This design comes from an exercise in tuning for small area and a short achievable clock period on the open sky130 flow, not from production work.
Only the layout flow was run in this run; the RTL was not checked for function there.
Power is estimated from default activity; no workload was simulated.

[run.sh]
#!/bin/bash
# synth_recipe.tcl (not shown) runs the flow's synth.tcl, then flattens the netlist and writes it again
# the make line also repeats each setting of config.mk as NAME=value (left out here)
make -C /OpenROAD-flow-scripts/flow DESIGN_CONFIG=/design/flow/config.mk WORK_HOME=/design/flow/orfs CLKGATE_MAP_FILE= SYNTH_SCRIPT=/design/flow/synth_recipe.tcl finish
[config.mk]
export PLATFORM = sky130hd
export DESIGN_NAME = cpu
export DESIGN_NICKNAME = cpu
export VERILOG_FILES = /design/flow/design.v
export SDC_FILE = /design/flow/constraint.sdc
export NUM_CORES = 8
export LEC_CHECK = 0
export CAP_MARGIN = 20
export CORE_MARGIN = 2
export CORE_UTILIZATION = 30
export CTS_CLUSTER_DIAMETER = 60
export CTS_CLUSTER_SIZE = 12
export PLACE_DENSITY = 0.45
export SLEW_MARGIN = 20
[constraint.sdc]
create_clock -name core_clock -period 12.0 [get_ports {clk}]
set_input_delay 2.4000 -clock core_clock [delete_from_list [all_inputs] [get_ports {clk}]]
set_output_delay 2.4000 -clock core_clock [all_outputs]
set_load 0.01 [all_outputs]
[design.v]
module  ALU(data1, data2, operation, result, flags, AluWritebackTest, reset, clk);
	input wire [31:0] data1, data2;
	input wire [4:0] operation;
	input wire reset,clk;
	output reg [31:0] result;   
	output reg [3:0] flags;
	output reg AluWritebackTest;
	reg [31:0] unsignedData1, unsignedData2, unsignedResult;
	reg [1:0] negativeData; 
	reg Z, C, N, V;  
	always @* begin
		if (data1[31] == 1) 
			begin
				unsignedData1 = ((~data1) + 1);
				negativeData[1] = 1;
			end
		else
			begin
				unsignedData1 = data1;
				negativeData[1] = 0;
			end
		if (data2[31] == 1) 
			begin
				unsignedData2 = ((~data2) + 1);
				negativeData[0] = 1;
			end
		else
			begin
				unsignedData2 = data2;
				negativeData[0] = 0;
			end
		case (operation)
			5'b00000:  	begin
							unsignedResult = (data1 & data2);			 
							AluWritebackTest = 1;
							end
			5'b00001:	begin
							unsignedResult = (data1 ^ data2);			 
							AluWritebackTest = 1;
							end
			5'b00010:	begin
							AluWritebackTest = 1;							 
							if ((negativeData == 2'b10)|(negativeData == 2'b01))
								unsignedResult = (unsignedData1 + unsignedData2);
							else if (unsignedData2 > unsignedData1)
								unsignedResult = (unsignedData2 - unsignedData1);
							else unsignedResult = (unsignedData1 - unsignedData2);
							end
			5'b00011:	begin
							AluWritebackTest = 1;
							unsignedResult = (unsignedData2 - unsignedData1);	
							end                                                       
			5'b00100:	begin
							AluWritebackTest = 1;												 
							if ((negativeData == 2'b10)|(negativeData == 2'b01))
								if (unsignedData1 > unsignedData2)
									unsignedResult = (unsignedData1 - unsignedData2);
								else
									unsignedResult = (unsignedData2 - unsignedData1);
							else
								unsignedResult = (unsignedData1 + unsignedData2);			
							end
			5'b01000:	begin
								AluWritebackTest = 0;
								unsignedResult =	(data1 & data2);	
							end
			5'b01001:	begin
								AluWritebackTest = 0;
								unsignedResult =	(data1 ^ data2);										 
							end
			5'b01010:	begin
							AluWritebackTest = 0;
							if ((negativeData == 2'b10)|(negativeData == 2'b01))				 
								unsignedResult = (unsignedData1 + unsignedData2);
							else if (unsignedData2 > unsignedData1)
								unsignedResult = (unsignedData2 - unsignedData1);
							else 
								unsignedResult = (unsignedData1 - unsignedData2);
							end
			5'b01011:	begin
							AluWritebackTest = 0;														 
							if ((negativeData == 2'b10)|(negativeData == 2'b01))
								if (unsignedData1 > unsignedData2)
									unsignedResult = (unsignedData1 - unsignedData2);
								else
									unsignedResult = (unsignedData2 - unsignedData1);
							else
								unsignedResult = (unsignedData1 + unsignedData2);			
							end
			5'b01100:	begin
								AluWritebackTest = 1;
								unsignedResult = (data1 | data2);
							end													 
			5'b01101:	begin
								AluWritebackTest = 1;
								unsignedResult = (data2);						 
							end
			5'b01110:	begin
								AluWritebackTest = 1;
								unsignedResult = (data1 & ~data2);			 
							end
			5'b01111:	begin
								AluWritebackTest = 1;
								unsignedResult = (~data2);					 
							end
			5'b11111: begin
								AluWritebackTest = 0;
								unsignedResult = 0;					 
							end
			default:
				begin
					unsignedResult = 0;
					AluWritebackTest = 0;
				end
			endcase
			if (unsignedResult == 0) Z = 1; else Z = 0;
			if ((operation == 5'b00100) | (operation == 5'b01011))
				if ((unsignedData1 > unsignedData2) && (negativeData == 2'b10 ))
					N = 1;
				else if ((unsignedData1 < unsignedData2) && (negativeData == 2'b01 ))
					N = 1;
				else if (negativeData == 2'b11 )
					N = 1;
				else
					N = 0;
			else if ((operation == 5'b00010) |  (operation == 5'b00011) | (operation == 5'b01010))
				if ((unsignedData1 > unsignedData2) && (negativeData == 2'b11 ))
					N = 1;
				else if ((unsignedData1 < unsignedData2) && (negativeData == 2'b00 ))
					N = 1;
				else if ((unsignedData1 <= unsignedData2) && (negativeData == 2'b10 ))
					N = 1;
				else
					N = 0;
			else N = 0;
			if (N == 1)
					result = ~(unsignedResult-1);
				else 
					result = unsignedResult;
			if ((operation == 5'b00100) | (operation == 5'b01011))
					if(((negativeData == 2'b00) && (result[31] == 1)) | ((negativeData == 2'b11) && (result[31] == 0)))
						begin
						V = 1;
						C = 0;
						end
					else
						begin
						V = 0;
						C = 0;
						end
			else if ((operation == 5'b00010) |  (operation == 5'b00011) | (operation == 5'b01010))
					if(((negativeData == 2'b01) && (result[31] == 1)) | ((negativeData == 2'b10) && (result[31] == 0))) 
						begin
						V = 1;
						C = 0;
						end
					else
						begin
						V = 0;
						C = 0;
						end
			else
				begin
				V = 0;
				C = 0;
				end
		flags[0] = Z;
		flags[1] = C;
		flags[2] = N;
		flags[3] = V;
		end
endmodule
module conditionTest (cond, CPSRIn, conditionalExecute, reset, clk);
	input wire [3:0] cond, CPSRIn;
	input wire reset, clk;
	output reg conditionalExecute;
	reg Z,C,N,V;
	always @* begin
		Z = CPSRIn[0];
		C = CPSRIn[1];
		N = CPSRIn[2];
		V = CPSRIn[3];
		case (cond)	
			4'b0000: if (Z == 1)						 
							conditionalExecute = 1; else conditionalExecute = 0;
			4'b0001: if (Z == 0)						 
							conditionalExecute = 1; else conditionalExecute = 0;
			4'b0010: if (C == 1)						 
							conditionalExecute = 1; else conditionalExecute = 0;
			4'b0011: if (C == 0)						 
							conditionalExecute = 1; else conditionalExecute = 0;
			4'b0100: if (N == 1)						 
							conditionalExecute = 1; else conditionalExecute = 0;
			4'b0101:	if (N == 0)						 
							conditionalExecute = 1; else conditionalExecute = 0;
			4'b0110: if (V == 1)						 
							conditionalExecute = 1; else conditionalExecute = 0;
			4'b0111: if (V == 0)						 
							conditionalExecute = 1; else conditionalExecute = 0;
			4'b1000: if ((C == 1) && (Z == 0))	 
							conditionalExecute = 1; else conditionalExecute = 0;
			4'b1001: if ((C == 0) | (Z == 1))	 
							conditionalExecute = 1; else conditionalExecute = 0;
			4'b1010: if (N == V)						 
							conditionalExecute = 1; else conditionalExecute = 0;
			4'b1011: if (N != V)						 
							conditionalExecute = 1; else conditionalExecute = 0;
			4'b1100: if ((Z == 0) && (N == V))	 
							conditionalExecute = 1; else conditionalExecute = 0;
			4'b1101: if ((Z == 1) | (N != V))	 
							conditionalExecute = 1; else conditionalExecute = 0;
			4'b1110: 									 
							conditionalExecute = 1;
			default: 	conditionalExecute = 1;
		endcase
	end
endmodule
module addrInputMux(preCheck, ALUInput, d0Input, dataOut);
	input wire preCheck;
	input wire [31:0] ALUInput, d0Input;
	output reg [31:0] dataOut;
	always @* begin
		if (preCheck)  
			dataOut = ALUInput;
		else  
			dataOut = d0Input;
	end
endmodule
module aluOutputMux(opcode, ALUresult, branchImmediate, conditionalExecute, aluMuxout, aluWritebackTest, writebackEnable, noop);
input wire [4:0] opcode;
input wire [31:0] ALUresult, branchImmediate;
input wire conditionalExecute, aluWritebackTest;
output reg [31:0] aluMuxout;
output reg writebackEnable;
output reg noop;
always @* begin
	writebackEnable = (aluWritebackTest && conditionalExecute);
	if (opcode == 5'b10001)
		aluMuxout = branchImmediate;
	else 
		aluMuxout = ALUresult;
	if ((opcode == 5'b10001) && conditionalExecute)
		noop = 1;
	else 
		noop =0;
	end
endmodule
module noopMux(opcodeIN, opcodeOUT, noop);
input wire [4:0] opcodeIN;
input wire noop;
output reg [4:0] opcodeOUT;
always @* begin
if (noop)
	opcodeOUT = 5'b11111;
	else
	opcodeOUT = opcodeIN;
	end
endmodule
module WriteDataMux(dMemIn, ALUIn, isDataAccess, regWriteDataOut);
	input wire [31:0] dMemIn, ALUIn;
	input wire isDataAccess;
	output reg [31:0] regWriteDataOut;
	always @* begin
		if (isDataAccess)
			regWriteDataOut = dMemIn;
		else
			regWriteDataOut = ALUIn;
	end
endmodule
module shifter(opcode, data12In, branchOffset, rmData, shiftedData, immediateOperand);
	input wire immediateOperand;
	input wire [4:0]  opcode;
	input wire [11:0] data12In;
	input wire [23:0] branchOffset;
	input wire [31:0] rmData;
	output reg [31:0] shiftedData;
	reg [7:0] rm_shift;
	reg [1:0] shiftType;
	reg [31:0] immediateData;
	always @* begin
			rm_shift = 0;
			shiftType = 0;
			immediateData = {24'b000000000000000000000000, data12In[7:0]};
			if (opcode == 5'b10001) begin  
				if (branchOffset[23] == 1'b1)
					shiftedData = {6'b111111, branchOffset, 2'b00};
				else 
					shiftedData = {6'b000000, branchOffset, 2'b00};
			end
			else if ((opcode == 5'b10000 && immediateOperand == 1) || (opcode != 5'b10000 &&  immediateOperand == 0)) begin 
				rm_shift = data12In[11:7];
				shiftType = data12In[6:5];
				case (shiftType)
						2'b00: 	shiftedData = rmData << rm_shift;  
						2'b01:	shiftedData = rmData >> rm_shift;  
						2'b10: 	shiftedData = rmData >>> rm_shift;  
						2'b11: 	case(rm_shift)
										5'b00000:	shiftedData = rmData;
										5'b00001:	shiftedData = {rmData[0], rmData[31:1]};
										5'b00010:	shiftedData = {rmData[1:0], rmData[31:2]};
										5'b00011:	shiftedData = {rmData[2:0], rmData[31:3]};
										5'b00100:	shiftedData = {rmData[3:0], rmData[31:4]};
										5'b00101:	shiftedData = {rmData[4:0], rmData[31:5]};
										5'b00110:	shiftedData = {rmData[5:0], rmData[31:6]};
										5'b00111:	shiftedData = {rmData[6:0], rmData[31:7]};
										5'b01000:	shiftedData = {rmData[7:0], rmData[31:8]};
										5'b01001:	shiftedData = {rmData[8:0], rmData[31:9]};
										5'b01010:	shiftedData = {rmData[9:0], rmData[31:10]};
										5'b01011:	shiftedData = {rmData[10:0], rmData[31:11]};
										5'b01100:	shiftedData = {rmData[11:0], rmData[31:12]};
										5'b01101:	shiftedData = {rmData[12:0], rmData[31:13]};
										5'b01110:	shiftedData = {rmData[13:0], rmData[31:14]};
										5'b01111:	shiftedData = {rmData[14:0], rmData[31:15]};
										5'b10000:	shiftedData = {rmData[15:0], rmData[31:16]};
										5'b10001:	shiftedData = {rmData[16:0], rmData[31:17]};
										5'b10010:	shiftedData = {rmData[17:0], rmData[31:18]};
										5'b10011:	shiftedData = {rmData[18:0], rmData[31:19]};
										5'b10100:	shiftedData = {rmData[19:0], rmData[31:20]};
										5'b10101:	shiftedData = {rmData[20:0], rmData[31:21]};
										5'b10110:	shiftedData = {rmData[21:0], rmData[31:22]};
										5'b10111:	shiftedData = {rmData[22:0], rmData[31:23]};
										5'b11000:	shiftedData = {rmData[23:0], rmData[31:24]};
										5'b11001:	shiftedData = {rmData[24:0], rmData[31:25]};
										5'b11010:	shiftedData = {rmData[25:0], rmData[31:26]};
										5'b11011:	shiftedData = {rmData[26:0], rmData[31:27]};
										5'b11100:	shiftedData = {rmData[27:0], rmData[31:28]};
										5'b11101:	shiftedData = {rmData[28:0], rmData[31:29]};
										5'b11110:	shiftedData = {rmData[29:0], rmData[31:30]};
										5'b11111:	shiftedData = {rmData[30:0], rmData[31]};
										default:		shiftedData = 32'b0;
									endcase
					endcase
			end
			else if (immediateOperand == 1) begin  
				rm_shift = {data12In[11:8], 1'b0};
				case(rm_shift)
					5'b00000:	shiftedData = immediateData;
					5'b00010:	shiftedData = {immediateData[1:0], immediateData[31:2]};
					5'b00100:	shiftedData = {immediateData[3:0], immediateData[31:4]};
					5'b00110:	shiftedData = {immediateData[5:0], immediateData[31:6]};
					5'b01000:	shiftedData = {immediateData[7:0], immediateData[31:8]};
					5'b01010:	shiftedData = {immediateData[9:0], immediateData[31:10]};
					5'b01100:	shiftedData = {immediateData[11:0], immediateData[31:12]};
					5'b01110:	shiftedData = {immediateData[13:0], immediateData[31:14]};
					5'b10000:	shiftedData = {immediateData[15:0], immediateData[31:16]};
					5'b10010:	shiftedData = {immediateData[17:0], immediateData[31:18]};
					5'b10100:	shiftedData = {immediateData[19:0], immediateData[31:20]};
					5'b10110:	shiftedData = {immediateData[21:0], immediateData[31:22]};
					5'b11000:	shiftedData = {immediateData[23:0], immediateData[31:24]};
					5'b11010:	shiftedData = {immediateData[25:0], immediateData[31:26]};
					5'b11100:	shiftedData = {immediateData[27:0], immediateData[31:28]};
					5'b11110:	shiftedData = {immediateData[29:0], immediateData[31:30]};
					default:		shiftedData = 32'b0;
				endcase
			end
			else begin
				shiftedData = rmData;
			end
	end	
endmodule
module  sortInstruction(instruction, noop,linkBit, prePostAddOffset, upDownOffset, shifterVals,
												byteOrWord, writeBack, loadStore, rd, rn, rm, opcode,
												cond, branchImmediate, reset, clk, CPSRwrite, immediateOperand);
	input wire [31:0] instruction;
	input wire reset, clk, noop;
	output reg linkBit, prePostAddOffset, upDownOffset, byteOrWord, writeBack,
							 loadStore, CPSRwrite, immediateOperand;
	output reg [3:0] rd, rn, rm, cond;
	output reg [4:0] opcode;
	output reg [23:0] branchImmediate;
	output reg [11:0] shifterVals;
	always @* begin
		cond = instruction [31:28];
		opcode = 5'b11111;  
		rn = 0;
		rd = 0;
		rm = 0;
		CPSRwrite = 0;
		immediateOperand = 0;
		linkBit = 0;
		branchImmediate = 0;
		prePostAddOffset = 0;
		upDownOffset = 0;
		byteOrWord = 0;
		writeBack = 0;
		loadStore = 0;
		shifterVals = 0;
		if (instruction [27:26] == 2'b00)   
		begin
			rn = instruction[19:16];
			rd = instruction[15:12];
			rm = instruction[3:0];
			immediateOperand = instruction[25];
			shifterVals = instruction[11:0];
			CPSRwrite = instruction [20]; 		 
			case (instruction [24:21])  
			4'b0000: opcode = 5'b00000;   
			4'b0001: opcode = 5'b00001;   
			4'b0010: opcode = 5'b00010;   
			4'b0011: opcode = 5'b00011;   
			4'b0100: opcode = 5'b00100;   
			4'b0101: opcode = 5'b00101;   
			4'b0110: opcode = 5'b00110;   
			4'b0111: opcode = 5'b00111;   
			4'b1000: opcode = 5'b01000;   
			4'b1001: opcode = 5'b01001;   
			4'b1010: opcode = 5'b01010;   
			4'b1011: opcode = 5'b01011;   
			4'b1100: opcode = 5'b01100;   
			4'b1101: opcode = 5'b01101;   
			4'b1110: opcode = 5'b01110;   
			4'b1111: opcode = 5'b01111;   
			endcase
		end
		else if (instruction [27:26] == 2'b01)   
			begin 
			opcode = 5'b10000;  
			prePostAddOffset = instruction[24];
			upDownOffset = instruction[23];
			byteOrWord = instruction[22];
			writeBack = instruction[21];
			loadStore = instruction[20];
			rn = instruction[19:16];
			rd = instruction[15:12];
			rm = instruction[3:0];
			immediateOperand = instruction[25];
			shifterVals = instruction[11:0];
			end
		else if (instruction [27:25] == 3'b101)  
			begin
			opcode = 5'b10001;  
			linkBit = instruction[24];
			branchImmediate = instruction[23:0];
			end
			if (noop == 1)
				opcode = 5'b11111;
	end
endmodule
module registerFile(writeDestination, writeEnable, readReg1, readReg2,
	 										writeData, readData1, readData2, reset, clk,
											writeToPC, oldPCVal, linkBit);
	input wire writeEnable, reset, clk, linkBit;
	input wire [31:0] writeData, oldPCVal;
	input wire [3:0] writeDestination, readReg1, readReg2;
	output reg [31:0] readData1, readData2;
	output reg writeToPC;
	reg [31:0] internalDataHold, resetVal;
	reg [31:0] regFile [0:15];
	always @* begin
			internalDataHold = regFile[writeDestination];
			if((writeEnable == 1) && (writeDestination == 4'b1111))
				writeToPC = 1;
			else 
				writeToPC = 0;
			if (readReg1 == 4'b1111)
				readData1 = oldPCVal;
			else
				readData1 = regFile[readReg1];
			if (readReg2 == 4'b1111)
				readData2 = oldPCVal;
			else
				readData2 = regFile[readReg2];
		end
	always @(posedge clk) begin
		if (reset) begin
			regFile[0] <= 0;
			regFile[1] <= 0;
			regFile[2] <= 0;
			regFile[3] <= 0;
			regFile[4] <= 0;
			regFile[5] <= 0;
			regFile[6] <= 0;
			regFile[7] <= 0;
			regFile[8] <= 0;
			regFile[9] <= 0;
			regFile[10] <= 0;
			regFile[11] <= 0;
			regFile[12] <= 0;
			regFile[13] <= 0;
			regFile[14] <= 0;
			regFile[15] <= 0;
		end
		else begin
		if (writeEnable)
			regFile[writeDestination] <= writeData;	
		else
			regFile[writeDestination] <= internalDataHold;
			if (linkBit)
				regFile[14] <= regFile[15];  
		end
	end
endmodule
module programCounter(Branch, currData, branchImmediate, clk, writeEnable, writeData, reset);
  input wire Branch, clk, writeEnable, reset;
  input wire [31:0] writeData, branchImmediate;
  output reg [31:0] currData;
  reg [31:0] nextData, temp;
  always @* begin
	 if (Branch == 1'b1) begin
		if (branchImmediate[31] == 1'b1) 
			nextData = currData - (~branchImmediate + 1'b1) - 4'b1000;
		else
			nextData = currData + branchImmediate + 4'b1000;
	 end
    else if (writeEnable)
		nextData = writeData;
	 else
      nextData = currData + 3'b100;
  end
  always @(posedge clk) begin
	if (reset)
		currData <= 0;
	else begin
		if (nextData[31] == 1'b0)
			currData <= nextData;
		else 
			currData <= (~nextData + 1'b1);
		end
	end
endmodule
module instructionFetchRegister(instructionIN, pcValIN, CPSRFlags_In, noopIN, writeBackEnable_In,
										  instructionOUT, pcValOUT, CPSRFlags_INST_OUT, noopOUT, writeBackEnable_INST_OUT,
										  reset, clk);
output reg [31:0] instructionOUT, pcValOUT;
output reg [3:0] CPSRFlags_INST_OUT;
output reg writeBackEnable_INST_OUT, noopOUT;
input wire reset, clk, writeBackEnable_In, noopIN;
input wire [3:0] CPSRFlags_In;
input wire [31:0] instructionIN, pcValIN;
 always @(posedge clk)
	if (reset) 
	begin
		instructionOUT <= 0;  
		pcValOUT <= 0;
		CPSRFlags_INST_OUT <= 0;
		writeBackEnable_INST_OUT <= 0;
		noopOUT <= 0;
	end
	else
	begin
		instructionOUT <= instructionIN;
		pcValOUT <= pcValIN;
		CPSRFlags_INST_OUT <= CPSRFlags_In;
		writeBackEnable_INST_OUT <= writeBackEnable_In;
		noopOUT <= noopIN;
	end
endmodule
module registerFetchRegister(Data1IN, Data2IN, linkBitIN, prePostAddOffsetIN, upDownOffsetIN,
												byteOrWordIN, writeBackIN, loadStoreIN, rdIN, rmIN, opcodeIN,
												condIN, CPSRwriteIN, immediateOperandIN,
												Data1OUT, Data2OUT, linkBitOUT, prePostAddOffsetOUT, upDownOffsetOUT,
												byteOrWordOUT, writeBackOUT, loadStoreOUT, rdOUT, rmOUT, opcodeOUT,
												condOUT, CPSRwriteOUT, immediateOperandOUT, 
												reset, clk);
	input wire [31:0] Data1IN;
	input wire [31:0] Data2IN;
	input wire linkBitIN, prePostAddOffsetIN, upDownOffsetIN, byteOrWordIN, writeBackIN, loadStoreIN, CPSRwriteIN, immediateOperandIN, reset, clk;
	input wire [3:0] rdIN, rmIN;
	input wire [4:0] opcodeIN;
	input wire [3:0] condIN;
   output reg [31:0] Data1OUT;
	output reg [31:0] Data2OUT;
	output reg linkBitOUT, prePostAddOffsetOUT, upDownOffsetOUT, byteOrWordOUT, writeBackOUT, loadStoreOUT, CPSRwriteOUT, immediateOperandOUT;
	output reg [3:0] rdOUT, rmOUT;
	output reg [4:0] opcodeOUT;
	output reg [3:0] condOUT;
	 always @(posedge clk) begin
		 if (reset) begin
			Data1OUT <= 0;
			Data2OUT <= 0;
			linkBitOUT <= 0;
			prePostAddOffsetOUT <= 0;
			upDownOffsetOUT <= 0;
			byteOrWordOUT <= 0;
			writeBackOUT <= 0;
			loadStoreOUT <= 0;
			rdOUT <= 0;
			rmOUT <= 0;
			opcodeOUT <= 0;
			condOUT <= 0;
			CPSRwriteOUT <= 0;
			immediateOperandOUT <= 0;
		 end
		 else begin
			Data1OUT <= Data1IN;
			Data2OUT <= Data2IN;
			linkBitOUT <= linkBitIN;
			prePostAddOffsetOUT <= prePostAddOffsetIN;
			upDownOffsetOUT <= upDownOffsetIN;
			byteOrWordOUT <= byteOrWordIN;
			writeBackOUT <= writeBackIN;
			loadStoreOUT <= loadStoreIN;
			rdOUT <= rdIN;
			rmOUT <= rmIN;
			opcodeOUT <= opcodeIN;
			condOUT <= condIN;
			CPSRwriteOUT <= CPSRwriteIN;
			immediateOperandOUT <= immediateOperandIN;							
		end			
	 end
endmodule
module executeRegister (Data1_EX, Data2_EX, linkBit_EX, prePostAddOffset_EX,
								upDownOffset_EX, byteOrWord_EX, writeBack_EX, loadStore_EX,
								rd_EX, rm_EX, opcode_EX, writebackEnable_EX,
								writeData_EX, addrFinalWire_EX, ALUResult_EX, CPSRFlags_EX_In,
								Data1_EX_OUT, Data2_EX_OUT, linkBit_EX_OUT, prePostAddOffset_EX_OUT,
								upDownOffset_EX_OUT, byteOrWord_EX_OUT, writeBack_EX_OUT, loadStore_EX_OUT,
								rd_EX_OUT, rm_EX_OUT, opcode_EX_OUT, writebackEnable_EX_OUT,
								writeData_EX_OUT, addrFinalWire_EX_OUT, ALUResult_EX_OUT,
								CPSRFlags_EX_OUT,
								reset, clk);
	input wire [31:0] Data1_EX;
	input wire [31:0] Data2_EX;
	input wire linkBit_EX, prePostAddOffset_EX, upDownOffset_EX, byteOrWord_EX, writeBack_EX, loadStore_EX, writebackEnable_EX, reset, clk;
	input wire [3:0] rd_EX;
	input wire [3:0] rm_EX;
	input wire [4:0]opcode_EX;
	input wire [31:0] writeData_EX;
	input wire [31:0] addrFinalWire_EX;
	input wire [31:0] ALUResult_EX;
	input wire [3:0] CPSRFlags_EX_In;
	output reg [31:0] Data1_EX_OUT;
	output reg [31:0] Data2_EX_OUT;
	output reg linkBit_EX_OUT, prePostAddOffset_EX_OUT, upDownOffset_EX_OUT, byteOrWord_EX_OUT, writeBack_EX_OUT, loadStore_EX_OUT, writebackEnable_EX_OUT;
	output reg [3:0] rd_EX_OUT;
	output reg [3:0] rm_EX_OUT;
	output reg [4:0]opcode_EX_OUT;
	output reg [31:0] writeData_EX_OUT;
	output reg [31:0] addrFinalWire_EX_OUT;
	output reg [31:0] ALUResult_EX_OUT;
	output reg [3:0] CPSRFlags_EX_OUT;
	 always @(posedge clk) begin
		 if (reset) begin
	Data1_EX_OUT <= 0;
	Data2_EX_OUT <= 0;
	linkBit_EX_OUT <= 0;
	prePostAddOffset_EX_OUT <= 0;
	upDownOffset_EX_OUT <= 0;
	byteOrWord_EX_OUT <= 0;
	writeBack_EX_OUT <= 0;
	loadStore_EX_OUT <= 0;
	writebackEnable_EX_OUT <= 0;
	rd_EX_OUT <= 0;
	rm_EX_OUT <= 0;
	opcode_EX_OUT <= 0;
	writeData_EX_OUT <= 0;
	addrFinalWire_EX_OUT <= 0;
	ALUResult_EX_OUT <= 0;
	CPSRFlags_EX_OUT <= 0;
		 end
		 else begin
	Data1_EX_OUT <= Data1_EX;
	Data2_EX_OUT <= Data2_EX;
	linkBit_EX_OUT <= linkBit_EX;
	prePostAddOffset_EX_OUT <= prePostAddOffset_EX;
	upDownOffset_EX_OUT <= upDownOffset_EX;
	byteOrWord_EX_OUT <= byteOrWord_EX;
	writeBack_EX_OUT <= writeBack_EX;
	loadStore_EX_OUT <= loadStore_EX;
	writebackEnable_EX_OUT <= writebackEnable_EX;
	rd_EX_OUT <= rd_EX;
	rm_EX_OUT <= rm_EX;
	opcode_EX_OUT <= opcode_EX;
	writeData_EX_OUT <= writeData_EX;	
	addrFinalWire_EX_OUT <= addrFinalWire_EX;
	ALUResult_EX_OUT <= ALUResult_EX;
	CPSRFlags_EX_OUT <= CPSRFlags_EX_In;
		end			
	 end
endmodule
module DataMemoryRegister(dataMemOut_DMR, rd_DMR, linkBit,writebackEnable, 
								  CPSRStatus_In, writeData_DMR, opcode, data2In,
								  dataMemOut_DMR_OUT,  rd_DMR_OUT, linkBit_DMR_OUT, 
								  writebackEnable_DMR_OUT, CPSRStatus_DMR_OUT,
								  writeData_DMR_OUT, opcode_DMR_OUT, data2_DMR_OUT,
								  reset, clk);
input wire linkBit, writebackEnable, reset, clk;	
input wire [31:0] dataMemOut_DMR, writeData_DMR, data2In;
input wire [3:0] rd_DMR, CPSRStatus_In;
input wire [4:0] opcode;
output reg [31:0] dataMemOut_DMR_OUT, writeData_DMR_OUT, data2_DMR_OUT;
output reg [3:0] rd_DMR_OUT, CPSRStatus_DMR_OUT;
output reg linkBit_DMR_OUT, writebackEnable_DMR_OUT;
output reg [4:0] opcode_DMR_OUT;
	 always @(posedge clk) begin
		 if (reset) begin
		dataMemOut_DMR_OUT <= 0;
		rd_DMR_OUT <= 0;
		linkBit_DMR_OUT <= 0;
		writebackEnable_DMR_OUT <= 0;
		CPSRStatus_DMR_OUT <= 0;
		writeData_DMR_OUT <= 0;
		opcode_DMR_OUT <= 0;
		data2_DMR_OUT <= 0;
		 end
		 else begin
		dataMemOut_DMR_OUT <= dataMemOut_DMR;
		rd_DMR_OUT <= rd_DMR;
		linkBit_DMR_OUT <= linkBit;
		writebackEnable_DMR_OUT <= writebackEnable;
		CPSRStatus_DMR_OUT <= CPSRStatus_In;
		writeData_DMR_OUT <= writeData_DMR;
		opcode_DMR_OUT <= opcode;
		data2_DMR_OUT <= data2In;
		end			
end
endmodule
module dataMemory(addr, dataIn, dataOut, memoryEnable, readNotWrite, reset, clk,
                  memRead, memWrite, memReadData);
	input wire [31:0] addr, dataIn;
	input wire readNotWrite, memoryEnable, reset, clk;  
	input wire [31:0] memReadData;  
	output reg [31:0] dataOut;
	output wire memRead, memWrite;
	reg [31:0] internalDataHold;
	assign memWrite = (readNotWrite == 0) && (memoryEnable == 1);
	assign memRead = (readNotWrite == 1) && (memoryEnable == 1);
	always @* begin
		if ((readNotWrite == 0) && (memoryEnable == 1))
			internalDataHold = dataIn;
		else
			internalDataHold = memReadData;
	end
	always @(posedge clk) begin
		if (memoryEnable == 1)
			dataOut <= internalDataHold;
		else
			dataOut <= 0;
	end
endmodule
module cpu(
  input wire clk,
  input wire nreset,
  output wire led,
  output wire [7:0] debug_port1,
  output wire [7:0] debug_port2,
  output wire [7:0] debug_port3,
  output wire [7:0] debug_port4,
  output wire [7:0] debug_port5,
  output wire [7:0] debug_port6,
  output wire [7:0] debug_port7,
  output wire [31:0] imem_addr,
  input wire [31:0] imem_data,
  output wire [31:0] dmem_addr,
  output wire [31:0] dmem_wdata,
  output wire dmem_we,
  output wire dmem_re,
  input wire [31:0] dmem_rdata
  );
	reg [31:0] instrLocReg;
	wire [31:0] nextInstrWire;
	reg  [31:0] nextInstrReg;
	wire [31:0] nextInstr_INSTfetch_Wire, pcVal_INST_Wire;
	wire [3:0] CPSRStatus_INST_Wire;
	wire writeBackEnable_INST_Wire;
	wire noopINSTWire;
	reg [3:0] CPSRStatus_INST_Reg;
	reg writeBackEnable_INST_Reg;
	reg noopINSTReg;
	reg [31:0] nextInstr_INSTfetch_Reg;
	wire linkBitWire, prePostAddOffsetWire, upDownOffsetWire, byteOrWordWire, writeBackWire, loadStoreWire, CPSRwritewire, immediateOperandWire;
	wire [1:0] shiftTypeWire;
	wire [3:0] rdWire, rnWire, rmWire, condWire, rotateValWire;
	wire [4:0] opcodeWire;
	wire [7:0] immediateValWire;
	wire [23:0] branchImmediateWire;
	wire [11:0] shifterValsWire;
	reg linkBitReg, prePostAddOffsetReg, upDownOffsetReg, byteOrWordReg, writeBackReg, loadStoreReg, CPSRwriteReg, immediateOperandReg;
	reg [1:0] shiftTypeReg;
	reg [3:0] rdReg, rnReg, rmReg, condReg, rotateValReg;
	reg [4:0] opcodeReg;
	reg [7:0] immediateValReg;
	reg [23:0] branchImmediateReg;
	reg [11:0] shifterValsReg;
	reg readWrite;
	reg [3:0] rd,rm,rn;
	reg [31:0] writeData, pcVal_INST_Reg;
	wire [31:0] rmDataWire, rnDataWire;
	wire WriteToPCWire;
	reg [31:0] rnDataReg, rmDataReg;
	reg WriteToPCReg;
	wire [31:0] shiftedDataWire;
	reg [31:0] shiftedDataReg;
	wire [4:0] noopCheckOpcodeWire;
	reg [4:0] noopCheckOpcodeReg;
	reg [3:0] CPSRStatusReg;	
	wire conditionalExecuteWire;
	reg conditionalExecuteReg;
	wire [31:0] Data1_RFR;
	wire [31:0] Data2_RFR;
	wire linkBit_RFR, prePostAddOffset_RFR, upDownOffset_RFR, byteOrWord_RFR, writeBack_RFR, loadStore_RFR, CPSRwrite_RFR, immediateOperand_RFR;
	wire [3:0] rd_RFR, rm_RFR;
	wire [4:0] opcode_RFR;
	wire [3:0] cond_RFR;
	reg [31:0] Data1_RFR_Reg;
	reg [31:0] Data2_RFR_Reg;
	reg linkBit_RFR_Reg, prePostAddOffset_RFR_Reg, upDownOffset_RFR_Reg, byteOrWord_RFR_Reg, writeBack_RFR_Reg, loadStore_RFR_Reg, CPSRwrite_RFR_Reg, immediateOperand_RFR_Reg;
	reg [3:0] rd_RFR_Reg, rm_RFR_Reg;
	reg [4:0] opcode_RFR_Reg;
	reg [3:0] cond_RFR_Reg;
	wire [31:0] resultWire;
	wire [3:0] CPSRStatusWire;
	wire AluWritebackTestWire;
	reg  [31:0] ALUResultReg;
	reg AluWritebackTestReg;
	wire [31:0] ALUMuxWire;
	wire writebackEnableWire;
	wire noopWire;
	reg writebackEnableReg;
	reg [31:0] ALUMuxReg;
	reg noopReg;
	wire [31:0] addrFinalWire;
	reg [31:0] addrFinalReg;
	wire [31:0] Data1_EX_Wire;
	wire [31:0] Data2_EX_Wire;
	wire [31:0] ALUResult_EX_Wire;
	wire linkBit_EX_Wire, prePostAddOffset_EX_Wire, upDownOffset_EX_Wire, byteOrWord_EX_Wire, writeBack_EX_Wire, loadStore_EX_Wire, writebackEnable_EX_Wire;
	wire [3:0] rd_EX_Wire, rm_EX_Wire, CPSRStatus_EX_Wire;
	wire [4:0]opcode_EX_Wire;
	wire [31:0] writeData_EX_Wire;
	wire [31:0] addrFinal_EX_Wire;
	reg [31:0] Data1_EX_Reg;	
	reg [31:0] Data2_EX_Reg;
	reg [31:0] ALUResult_EX_Reg;
	reg linkBit_EX_Reg, prePostAddOffset_EX_Reg, upDownOffset_EX_Reg, byteOrWord_EX_Reg, writeBack_EX_Reg, loadStore_EX_Reg, writebackEnable_EX_Reg;
	reg [3:0] rd_EX_Reg, rm_EX_Reg, CPSRStatus_EX_Reg;
	reg [4:0] opcode_EX_Reg;
	reg [31:0] writeData_EX_Reg;
	reg [31:0] addrFinal_EX_Reg;
	wire [31:0] dataMemOutWire;
	reg [31:0] dataMemOutReg;
	wire [31:0] writeDataWire;
	reg [31:0] writeDataReg;
	wire [31:0] dataMemOut_DMR_Wire, writeData_DMR_Wire, data2_DMR_Wire;
	wire [3:0] rd_DMR_Wire;
	wire linkBit_DMR_Wire;
	wire writebackEnable_DMR_Wire;
	wire [3:0] CPSRStatus_DMR_Wire;
	wire [4:0] opcode_DMR_Wire;
	reg [3:0] rd_DMR_Reg;
	reg readWrite_DMR_Reg;
	reg linkBit_DMR_Reg;									  
	reg writebackEnable_DMR_Reg;
	reg [3:0] CPSRStatus_DMR_Reg;
	reg [31:0] writeData_DMR_Reg, data2_DMR_Reg;
	reg [4:0] opcode_DMR_Reg;
	reg isBranch;
	reg [23:0] branchImmediate;
	wire [31:0] instrLocWire;
	reg writeToPC;
	reg instructionFetchGo, registerFetchGo, executeGo, dataMemoryGo, PCGo;
  assign led = 1'b1;
	reg dataResetReg, dataResetReg_ns;
	programCounter PC (.Branch(opcode_DMR_Reg == 5'b10001), .currData(instrLocWire),
                    .branchImmediate(data2_DMR_Reg), .clk(clk), .writeEnable((rd_DMR_Reg == 4'b1111 && writebackEnable_DMR_Reg)), 
						  .writeData(writeData_DMR_Reg), .reset(nreset || dataResetReg));
	assign imem_addr = instrLocWire;
	assign nextInstrWire = imem_data;
	instructionFetchRegister instFetch (.instructionIN(nextInstrReg), .pcValIN(instrLocReg), .CPSRFlags_In(CPSRStatus_DMR_Reg), .noopIN(noopReg), .writeBackEnable_In(1'b0),
													.instructionOUT(nextInstr_INSTfetch_Wire), .pcValOUT(pcVal_INST_Wire), .CPSRFlags_INST_OUT(CPSRStatus_INST_Wire), .noopOUT(noopINSTWire),
													.reset(nreset || dataResetReg), .clk(clk)); 
	sortInstruction sortInstr (.instruction(nextInstr_INSTfetch_Reg), .noop(noopINSTReg), .linkBit(linkBitWire), .prePostAddOffset(prePostAddOffsetWire), .upDownOffset(upDownOffsetWire),
  												.byteOrWord(byteOrWordWire), .writeBack(writeBackWire),
												.loadStore(loadStoreWire), .rd(rdWire), .rn(rnWire), .rm(rmWire), .opcode(opcodeWire),
  												.cond(condWire), .branchImmediate(branchImmediateWire), .reset(nreset || dataResetReg), .clk(clk), .CPSRwrite(CPSRwritewire), 
												.immediateOperand(immediateOperandWire), .shifterVals(shifterValsWire));		
	registerFile reg_file (.writeDestination(rd_DMR_Reg), .writeEnable(writebackEnable_DMR_Reg), .readReg1(rn), .readReg2(rm),
                          .writeData(writeData_DMR_Reg), .readData1(rnDataWire), .readData2(rmDataWire), .reset(nreset || dataResetReg), .clk(clk), 
								  .oldPCVal(pcVal_INST_Reg), .writeToPC(WriteToPCWire),
								  .linkBit(linkBit_DMR_Reg));
	shifter shifty(.opcode(opcodeReg), .data12In(shifterValsReg), .branchOffset(branchImmediateReg), .rmData(rmDataReg), 
						.shiftedData(shiftedDataWire), .immediateOperand(immediateOperandReg));  
	noopMux noopCheck (.opcodeIN(opcodeReg), .opcodeOUT(noopCheckOpcodeWire), .noop(noopReg));
	registerFetchRegister regFetch (.Data1IN(rnDataReg), .Data2IN(shiftedDataReg), .linkBitIN(linkBitReg), .prePostAddOffsetIN(prePostAddOffsetReg), .upDownOffsetIN(upDownOffsetReg),
												.byteOrWordIN(byteOrWordReg), .writeBackIN(writeBackReg), .loadStoreIN(loadStoreReg), .rdIN(rdReg), .rmIN(rm), .opcodeIN(noopCheckOpcodeReg),
												.condIN(condReg),
												.CPSRwriteIN(CPSRwriteReg), .immediateOperandIN(immediateOperandReg), 
												.Data1OUT(Data1_RFR), .Data2OUT(Data2_RFR), .linkBitOUT(linkBit_RFR), .prePostAddOffsetOUT( prePostAddOffset_RFR), .upDownOffsetOUT(upDownOffset_RFR),
												.byteOrWordOUT(byteOrWord_RFR), .writeBackOUT(writeBack_RFR), .loadStoreOUT(loadStore_RFR), .rdOUT(rd_RFR), .rmOUT(rm_RFR), .opcodeOUT(opcode_RFR),
												.condOUT(cond_RFR),
												.CPSRwriteOUT(CPSRwrite_RFR), .immediateOperandOUT(immediateOperand_RFR),
												.reset(nreset || dataResetReg), .clk(clk));	 
	conditionTest condTest (.cond(cond_RFR_Reg), .CPSRIn(CPSRStatus_EX_Reg), .conditionalExecute(conditionalExecuteWire), .reset(nreset || dataResetReg), .clk(clk));
	ALU numberCrunch (.data1(Data1_RFR_Reg), .data2(Data2_RFR_Reg), .operation(opcode_RFR_Reg), .result(resultWire), 
							.flags(CPSRStatusWire), .AluWritebackTest(AluWritebackTestWire), .reset(nreset || dataResetReg), .clk(clk));
	aluOutputMux aluOutMux (.opcode(opcode_RFR_Reg), .ALUresult(ALUResultReg), .branchImmediate(Data2_RFR_Reg), 
									.aluWritebackTest(AluWritebackTestReg), .conditionalExecute(conditionalExecuteReg),
									.writebackEnable(writebackEnableWire), .aluMuxout(ALUMuxWire), .noop(noopWire));
	addrInputMux addrMux (.preCheck(prePostAddOffset_RFR), .ALUInput(ALUResultReg), .dataOut(addrFinalWire), .d0Input(Data1_RFR));
	executeRegister ex (.Data1_EX(Data1_RFR_Reg), .Data2_EX(Data2_RFR_Reg), .linkBit_EX(linkBit_RFR_Reg), .prePostAddOffset_EX(prePostAddOffset_RFR_Reg),
								.upDownOffset_EX(upDownOffset_RFR_Reg), .byteOrWord_EX(byteOrWord_RFR_Reg), .writeBack_EX(writeBack_RFR_Reg), .loadStore_EX(loadStore_RFR_Reg),
								.rd_EX(rd_RFR_Reg), .rm_EX(rm_RFR_Reg), .opcode_EX(opcode_RFR_Reg), .writebackEnable_EX(writebackEnableReg), 
								.writeData_EX(ALUMuxReg), .addrFinalWire_EX(addrFinalReg), .ALUResult_EX(ALUResultReg), .CPSRFlags_EX_In(CPSRStatusReg), 
								.Data1_EX_OUT(Data1_EX_Wire), .Data2_EX_OUT(Data2_EX_Wire), .linkBit_EX_OUT(linkBit_EX_Wire), .prePostAddOffset_EX_OUT(prePostAddOffset_EX_Wire),
								.upDownOffset_EX_OUT(upDownOffset_EX_Wire), .byteOrWord_EX_OUT(byteOrWord_EX_Wire), .writeBack_EX_OUT(writeBack_EX_Wire), .loadStore_EX_OUT(loadStore_EX_Wire),
								.rd_EX_OUT(rd_EX_Wire), .rm_EX_OUT(rm_EX_Wire), .opcode_EX_OUT(opcode_EX_Wire), .writebackEnable_EX_OUT(writebackEnable_EX_Wire),
								.writeData_EX_OUT(writeData_EX_Wire), .addrFinalWire_EX_OUT(addrFinal_EX_Wire), .ALUResult_EX_OUT(ALUResult_EX_Wire),
								.CPSRFlags_EX_OUT(CPSRStatus_EX_Wire),
								.reset(nreset || dataResetReg), .clk(clk));   
	dataMemory dataMem (.addr(addrFinal_EX_Reg), .dataIn(Data2_EX_Reg), .dataOut(dataMemOutWire), .memoryEnable(opcode_EX_Reg == 5'b10000), 
							  .readNotWrite(loadStore_EX_Reg), .reset(nreset || dataResetReg), .clk(clk),
							  .memRead(dmem_re), .memWrite(dmem_we), .memReadData(dmem_rdata));
	assign dmem_addr = addrFinal_EX_Reg;
	assign dmem_wdata = Data2_EX_Reg;
	WriteDataMux whatWrite (.dMemIn(dataMemOutReg), .ALUIn(writeData_EX_Reg), .isDataAccess(opcode_EX_Reg == 5'b10000), .regWriteDataOut(writeDataWire));
	DataMemoryRegister DataMemReg ( .dataMemOut_DMR(dataMemOutReg), .rd_DMR(rd_EX_Reg), .writeData_DMR(writeDataReg), 
											  .linkBit(linkBit_EX_Reg), .writebackEnable(writebackEnable_EX_Reg), .CPSRStatus_In(CPSRStatus_EX_Reg),
											  .opcode(opcode_EX_Reg), .data2In(Data2_EX_Reg), 
											  .dataMemOut_DMR_OUT(dataMemOut_DMR_Wire), .rd_DMR_OUT(rd_DMR_Wire), .writeData_DMR_OUT(writeData_DMR_Wire),
											  .linkBit_DMR_OUT(linkBit_DMR_Wire), .writebackEnable_DMR_OUT(writebackEnable_DMR_Wire), .CPSRStatus_DMR_OUT(CPSRStatus_DMR_Wire),
											  .opcode_DMR_OUT(opcode_DMR_Wire), .data2_DMR_OUT(data2_DMR_Wire),
											  .reset(nreset || dataResetReg), .clk(clk));  
parameter 	instructionFetch = 3'b000,
				registerFetch = 3'b001,
				execute = 3'b010,
				dataMemoryParam = 3'b011,
				PCUpdate = 3'b100;
reg [2:0] ps, ns;
always @* begin
	instrLocReg = instrLocWire;
	nextInstrReg = nextInstrWire;
	nextInstr_INSTfetch_Reg = nextInstr_INSTfetch_Wire;
	pcVal_INST_Reg = pcVal_INST_Wire;
	CPSRStatus_INST_Reg = CPSRStatus_INST_Wire;
	writeBackEnable_INST_Reg = writeBackEnable_INST_Wire;
	noopINSTReg = noopINSTWire;
	linkBitReg = linkBitWire;
	prePostAddOffsetReg = prePostAddOffsetWire;
	upDownOffsetReg = upDownOffsetWire;
	byteOrWordReg = byteOrWordWire;
	writeBackReg = writeBackWire;
	loadStoreReg = loadStoreWire;
	CPSRwriteReg = CPSRwritewire;
	immediateOperandReg = immediateOperandWire;
	shiftTypeReg = shiftTypeWire;
	rdReg = rdWire;
	rnReg = rnWire;
	rmReg = rmWire;
	condReg = condWire;
	rotateValReg = rotateValWire;
	opcodeReg = opcodeWire;
	immediateValReg = immediateValWire;
	branchImmediateReg = branchImmediateWire;
	shifterValsReg = shifterValsWire;
	rd = rdWire; 
	rn = rnWire;
	rm = rmWire;
	rmDataReg = rmDataWire;
	rnDataReg = rnDataWire;
	shiftedDataReg = shiftedDataWire;
	noopCheckOpcodeReg = noopCheckOpcodeWire;
	CPSRStatusReg = CPSRStatusWire;
	conditionalExecuteReg = conditionalExecuteWire;
	Data1_RFR_Reg = Data1_RFR;
	Data2_RFR_Reg = Data2_RFR;
	linkBit_RFR_Reg = linkBit_RFR; 
	prePostAddOffset_RFR_Reg = prePostAddOffset_RFR;
	upDownOffset_RFR_Reg = upDownOffset_RFR;
	byteOrWord_RFR_Reg = byteOrWord_RFR; 
	writeBack_RFR_Reg = writeBack_RFR;
	loadStore_RFR_Reg = loadStore_RFR;
	CPSRwrite_RFR_Reg = CPSRwrite_RFR;
	immediateOperand_RFR_Reg = immediateOperand_RFR;
	rd_RFR_Reg = rd_RFR; 
	rm_RFR_Reg = rm_RFR; 
	opcode_RFR_Reg = opcode_RFR; 
	cond_RFR_Reg = cond_RFR;
	ALUResultReg = resultWire;
	AluWritebackTestReg = AluWritebackTestWire;
	ALUMuxReg = ALUMuxWire;
	writebackEnableReg = writebackEnableWire;
	noopReg =  noopWire;
	Data1_EX_Reg = Data1_EX_Wire;
	Data2_EX_Reg = Data2_EX_Wire;
	linkBit_EX_Reg = linkBit_EX_Wire;
	prePostAddOffset_EX_Reg = prePostAddOffset_EX_Wire;
	upDownOffset_EX_Reg = upDownOffset_EX_Wire;
	byteOrWord_EX_Reg = byteOrWord_EX_Wire;
	writeBack_EX_Reg = writeBack_EX_Wire;
	loadStore_EX_Reg = loadStore_EX_Wire;
	writebackEnable_EX_Reg = writebackEnable_EX_Wire;
	rd_EX_Reg = rd_EX_Wire;
	rm_EX_Reg = rm_EX_Wire;
	opcode_EX_Reg = opcode_EX_Wire;
	writeData_EX_Reg = writeData_EX_Wire;
	addrFinal_EX_Reg = addrFinal_EX_Wire;
	CPSRStatus_EX_Reg = CPSRStatus_EX_Wire;
	addrFinalReg = addrFinalWire;
	ALUResult_EX_Reg = ALUResult_EX_Wire;
	dataMemOutReg = dataMemOutWire;
	writeDataReg = writeDataWire;
	writebackEnable_DMR_Reg = writebackEnable_DMR_Wire;
	linkBit_DMR_Reg = linkBit_DMR_Wire; 
	CPSRStatus_DMR_Reg = CPSRStatus_DMR_Wire;
	rd_DMR_Reg = rd_DMR_Wire;
	writeData_DMR_Reg = writeData_DMR_Wire;
	opcode_DMR_Reg = opcode_DMR_Wire;
	data2_DMR_Reg = data2_DMR_Wire;
	if (opcodeReg == 5'b10001) begin
		isBranch = 1; 
	end
	else begin
		isBranch = 0;
	end
	case (ps)
		instructionFetch: 	begin
			instructionFetchGo = 1'b1; 
			registerFetchGo = 1'b0;
			executeGo = 1'b0;
			dataMemoryGo = 1'b0;
			PCGo = 1'b0;
			ns = registerFetch;
			dataResetReg_ns = dataResetReg;
		end
		registerFetch: 		begin
			instructionFetchGo = 1'b0; 
			registerFetchGo = 1'b1;
			executeGo = 1'b0;
			dataMemoryGo = 1'b0;
			PCGo = 1'b0;
			ns = execute;
			dataResetReg_ns = dataResetReg;
		end
		execute:					begin 
			instructionFetchGo = 1'b0; 
			registerFetchGo = 1'b0;
			executeGo = 1'b1;
			dataMemoryGo = 1'b0;
			PCGo = 1'b0;
			ns = dataMemoryParam;
			dataResetReg_ns = dataResetReg;
		end
		dataMemoryParam: 			begin
			instructionFetchGo = 1'b0; 
			registerFetchGo = 1'b0;
			executeGo = 1'b0;
			dataMemoryGo = 1'b1;
			PCGo = 1'b0;
			ns = PCUpdate;
			dataResetReg_ns = dataResetReg;
		end
		PCUpdate: 				begin
			instructionFetchGo = 1'b0; 
			registerFetchGo = 1'b0;
			executeGo = 1'b0;
			dataMemoryGo = 1'b0;
			PCGo = 1'b1;
			ns = 3'b000;
			dataResetReg_ns = 1'b0;
		end
		default:	begin
			instructionFetchGo = 1'b0;
			registerFetchGo = 1'b0;
			executeGo = 1'b0;
			dataMemoryGo = 1'b0;
			PCGo = 1'b0;
			ns = instructionFetch;
			dataResetReg_ns = dataResetReg;
		end
	endcase
 end
 always @(posedge clk) begin
	if (nreset) begin
		ps <= 3'b100;  
		dataResetReg <= 1'b1;
	end
	else begin
		dataResetReg <= dataResetReg_ns;
		ps <= ns;
	end
 end
		assign debug_port1 = instrLocReg[9:2];
		assign debug_port2 = {rd, rm};
		assign debug_port3 = {rn[2:0]	, opcodeReg};
		assign debug_port4 = ALUResultReg[7:0];
		assign debug_port5 = ALUResultReg[15:8];
		assign debug_port6 = dataMemOutReg[7:0];
		assign debug_port7 = dataMemOutReg[15:8];
endmodule
==> metrics.md <==
| Metric | Value |
|---|---|
| Status | finished clean |
| Hpwl dp | 256 mm |
| Seq/Total Area, Yosys | 34.8% |
| Post-Syn Nets | 7976 |
| Yosys warns | 16 |
| # Max-Cap Violations | 0 |
| CP Launch Point | regFetch.Data1OUT[4] |
| CTS tree | yes |
| Worst Hold End | regFetch.condOUT[0] |
| Peak supply drop | 0.107 mV |
| Reg-to-reg slack, setup | 2900 ps |
| Layout Nets | 7799 |
| Vias in the first global route | 63400 |
| Mapped Area | 67200 um2 |
| HP Class | reg -> reg |
| Number of I/O pins | 221 |
| EDFF count, synth | 512 |
| Area share of fa/ha/maj cells after synthesis | 4.79% |
| Syn avg cell area | 8.78 um2 |
| Least-Margin Pin Slew | 1270 ps |
| Multiplexer share of the synthesized area | 9.97% |
| 1st-iter DRT viols | 10300 |
| Initial antenna violation count | 44 |
| Starting Density | 30.2% |
| Remaining DRCs | 0 |
| Share of the synthesized area in the top cell type | 22.9% |
| DR WL/cell | 35.9 um |
| Cts hold-fix bufs | 0 |
| Gr ovfl total | 0 |
| Die area | 228000 um2 |
| Post-Synth Simple-Gate Area | 18.3% |
| First-pass GRT wire length | 522 mm |
| Largest family of logic cells by synthesized area | compound AO/OA/AOI/OAI gates |
| Most common cell after layout, fill and taps aside | and2_1 |
| Critical Path AT | 9320 ps |
| CTS clk-pin slew, worst paths | 60 ps |
| Gr usage total | 31.8% |
| Fraction of registers with async set/reset | 0% |
| Final Skew | 75.5 ps |
| Minimum clock period | 11720 ps |
| Setup violators final | 0 |
| P&R area growth vs syn | 13.9% |
| RSZ-0062 raised after global routing | no |
| Main area contributors after synthesis | edfxtp_1, dfxtp_1, mux4_2, and2_1, o22ai_1 |
| Pins Over Slew Limit | 0 |
| Port bufs | 219 |
| Worst-path fanout max | 14 |
| FILL cells | 23000 |
| Cell row count | 173 |
| Prevailing post-synth register cell | edfxtp_1 |
| Clock Sink Count | 911 |
| Cell taking the most area after synthesis | edfxtp_1 |
| Sum of negative setup slack | 0 ps |
| Critical R2R Launch | regFetch.Data1OUT[4] |
| Slew margin rel. | 15.1% |
| Die Wd | 477 um |
| Final Hold Vio Count | 0 |
| Cell variety after synth | 115 |
| WP data required | 9600 ps |
| Vias per cell | 6.37 |
| Most frequent cells in the layout | and2_1, nand2_1, nor2_1 |
| Highest Clock Rate | 85.3 MHz |
| Drt total wl | 378 mm |
| Hold path cells | 1 |
| Worst setup EP type | output pin |
| Clock buffer depth | 3 |
| Hold_sp | instFetch.instructionOUT[28] |
| Vias | 67200 |
| Die Y | 477 um |
| Clock latency (worst-skew pair) | 800 ps |
| Num CTS Buffers | 110 |
| Largest register by flop count | reg_file.regFile |
| Leakage Power | 27.5 nW |
| GPL Wtd Cong | 0.990 |
| Max FFs per register | 512 |
| Compound-Gate Fraction of Synth Area | 22.7% |
| XOR/XNOR Fraction of Synth Area | 3.40% |
| Largest net degree at the start of global routing | 83 |
| Pwr/cell area | 125 nW/um2 |
| Fin Hold WS | 422 ps |
| Flops & latches, synth | 911 |
| Post-CTS setup buffer count | 0 |
| Startpoint Class | flop |
| Core area | 223000 um2 |
| Initial DRT Pass Iterations | 9 |
| Clock tree root driver cell | clkbuf_16 |
| Post-synthesis cell count | 7655 |
| Cell count of the worst reg-to-reg path | 25 |
| H-tree Lvls | 3 |
| Setup Crit Path Kind | reg -> out |
| DRT antenna net count | 0 |
| Layout cells sized above 1 | 11.3% |
| Period utilisation layout | 97.7% |
| Overall Power | 9.59 mW |
| FF-to-FF End | ex.CPSRFlags_EX_OUT[3] |
report_power, final:
part	switching [mW]	internal [mW]
combinational	1.88	0.768
sequential	0.0876	3.39
clock	1.52	1.95
total	3.48	6.11
how the worst max path moves through the flow:
| stage | to | slack (ps) | cells past startpoint |
|---|---|---|---|
| after detailed placement | debug_port5[7] | 1230 | 23 |
| after floorplan | debug_port5[6] | 3990 | 25 |
| after CTS | debug_port5[7] | 370 | 23 |
| after global placement | debug_port5[7] | 1290 | 23 |
| after global routing | debug_port5[7] | 160 | 23 |
| final | debug_port5[7] | 280 | 23 |
critical path, cell delays in order (launching register included):
cell and delay, ps:
dfxtp_1 380, nor4_2 520, nand4_1 230, or4_1 610, or3_1 550, nand2b_1 240
nor3_1 170, nor2_1 70, xnor2_1 250, ha_1 420, a21oi_1 520, nand2_1 200
a32oi_1 470, a31o_2 410, nand2_2 450, mux2i_1 330, o221ai_1 130, a21oi_1 220
nor2b_1 450, nor2b_1 360, nand2_1 170, o21ai_0 240, xnor2_1 470, clkdlybuf4s50_1 700
per-layer routing:
layer,wire length (um),vias up,part of all wire (%),track usage (%)
li1,-,28100,-,-
met1,157000,33500,42,43.5
met3,38300,987,10,7.07
met4,18300,12,4.8,12.3
met2,164000,4614,43,48.7
met5,74,-,0.020,0
metrics by stage:
stage | utilization [%] | instances | worst slack [ps] | area, um2
global route | 34.4 | 10500 | 155 | 76500
CTS | 34.4 | 10500 | 370 | 76500
finish | 34.4 | 10500 | 277 | 76500
global placement | 32.7 | 10300 | 1290 | 72700
detailed placement | 32.7 | 10300 | 1230 | 72800
floorplan | - | 7655 | 3990 | 67200
cells in the mapped netlist (all sizes together), types with 16 or more instances:
master and n:
or4 25, and3 46, nand4 58, o21a 34, and2 608, o221ai 126
xor2 70, ha 251, nand3 88, dfxtp 399, nor3 149, nand2b 58
a21o 60, nor2b 66, a22o 36, nand2 576, a2111oi 16, or2 23
a221oi 50, o311ai 21, o22a 31, a22oi 51, o21bai 16, a21boi 17
clkbuf 589, edfxtp 512, mux2 27, nor4 85, a21oi 509, o22ai 507
mux4 184, nor2 580, mux2i 225, buf 146, o211ai 60, a31oi 51
a211oi 98, o31ai 41, inv 307, xnor2 190, or3 23, o31a 17
o221a 45, o21ai 389
timing repair:
action | in CTS | in global routing
endpoints found under the hold margin | 0 | 0
setup endpoints to repair | 0 | 1
gates resized for setup | 0 | 3
kinds of logic (layout without fill, tap and decap cells):
group                      Yosys count  after routing
and+or+nand+nor                   2435           2435
AOI/OAI and AO/OA                 2311           2311
buffers and inverters             1046            954
DFF                                911            911
muxes                              436            436
xor gates and xnor gates           260            260
adders and majority gates          255            255
other                                1             11
area by class of cell:
| class | instances | area, um2 | area share [%] |
|---|---|---|---|
| well taps | 2975 | 3720 | 4.86 |
| inverters | 311 | 1170 | 1.53 |
| clock buffers | 148 | 3110 | 4.06 |
| clock inverters | 49 | 561 | 0.732 |
| diodes | 10 | 25.0 | 0.0327 |
| flip-flops and latches | 911 | 23400 | 30.5 |
| repair buffers | 446 | 3980 | 5.20 |
| multi-input cells | 5698 | 40600 | 53.0 |

## separate check: timing with driven ports
No port has a modelled driver above. Below, the same layout with a new extraction and two added sets of constraints.
Step 1 sets driving cells, clkbuf_16 on the clock port and buf_2 on the other inputs (assumed; they add their load-dependent delay and slew).
Step 2, shift: input delay + t, output delay - t, t = (earliest + latest rising clock arrival at the registers) / 2. This alone moves slack from input paths to output paths.
Three values: ideal, step 1, step 2; two values: the first two.
t (ns): 0.860
slack for setup (ns): 0.277 / 0.180 / 1.040
worst setup path at the end: register to output
clock arrival spread, ns: 0.076 / 0.076
worst data-port slew with drivers (ns): 0.06
After both steps setup and hold are still met in this run. The setup slack of this run moves by -0.097 ns with the drivers and by +0.763 ns with both steps.
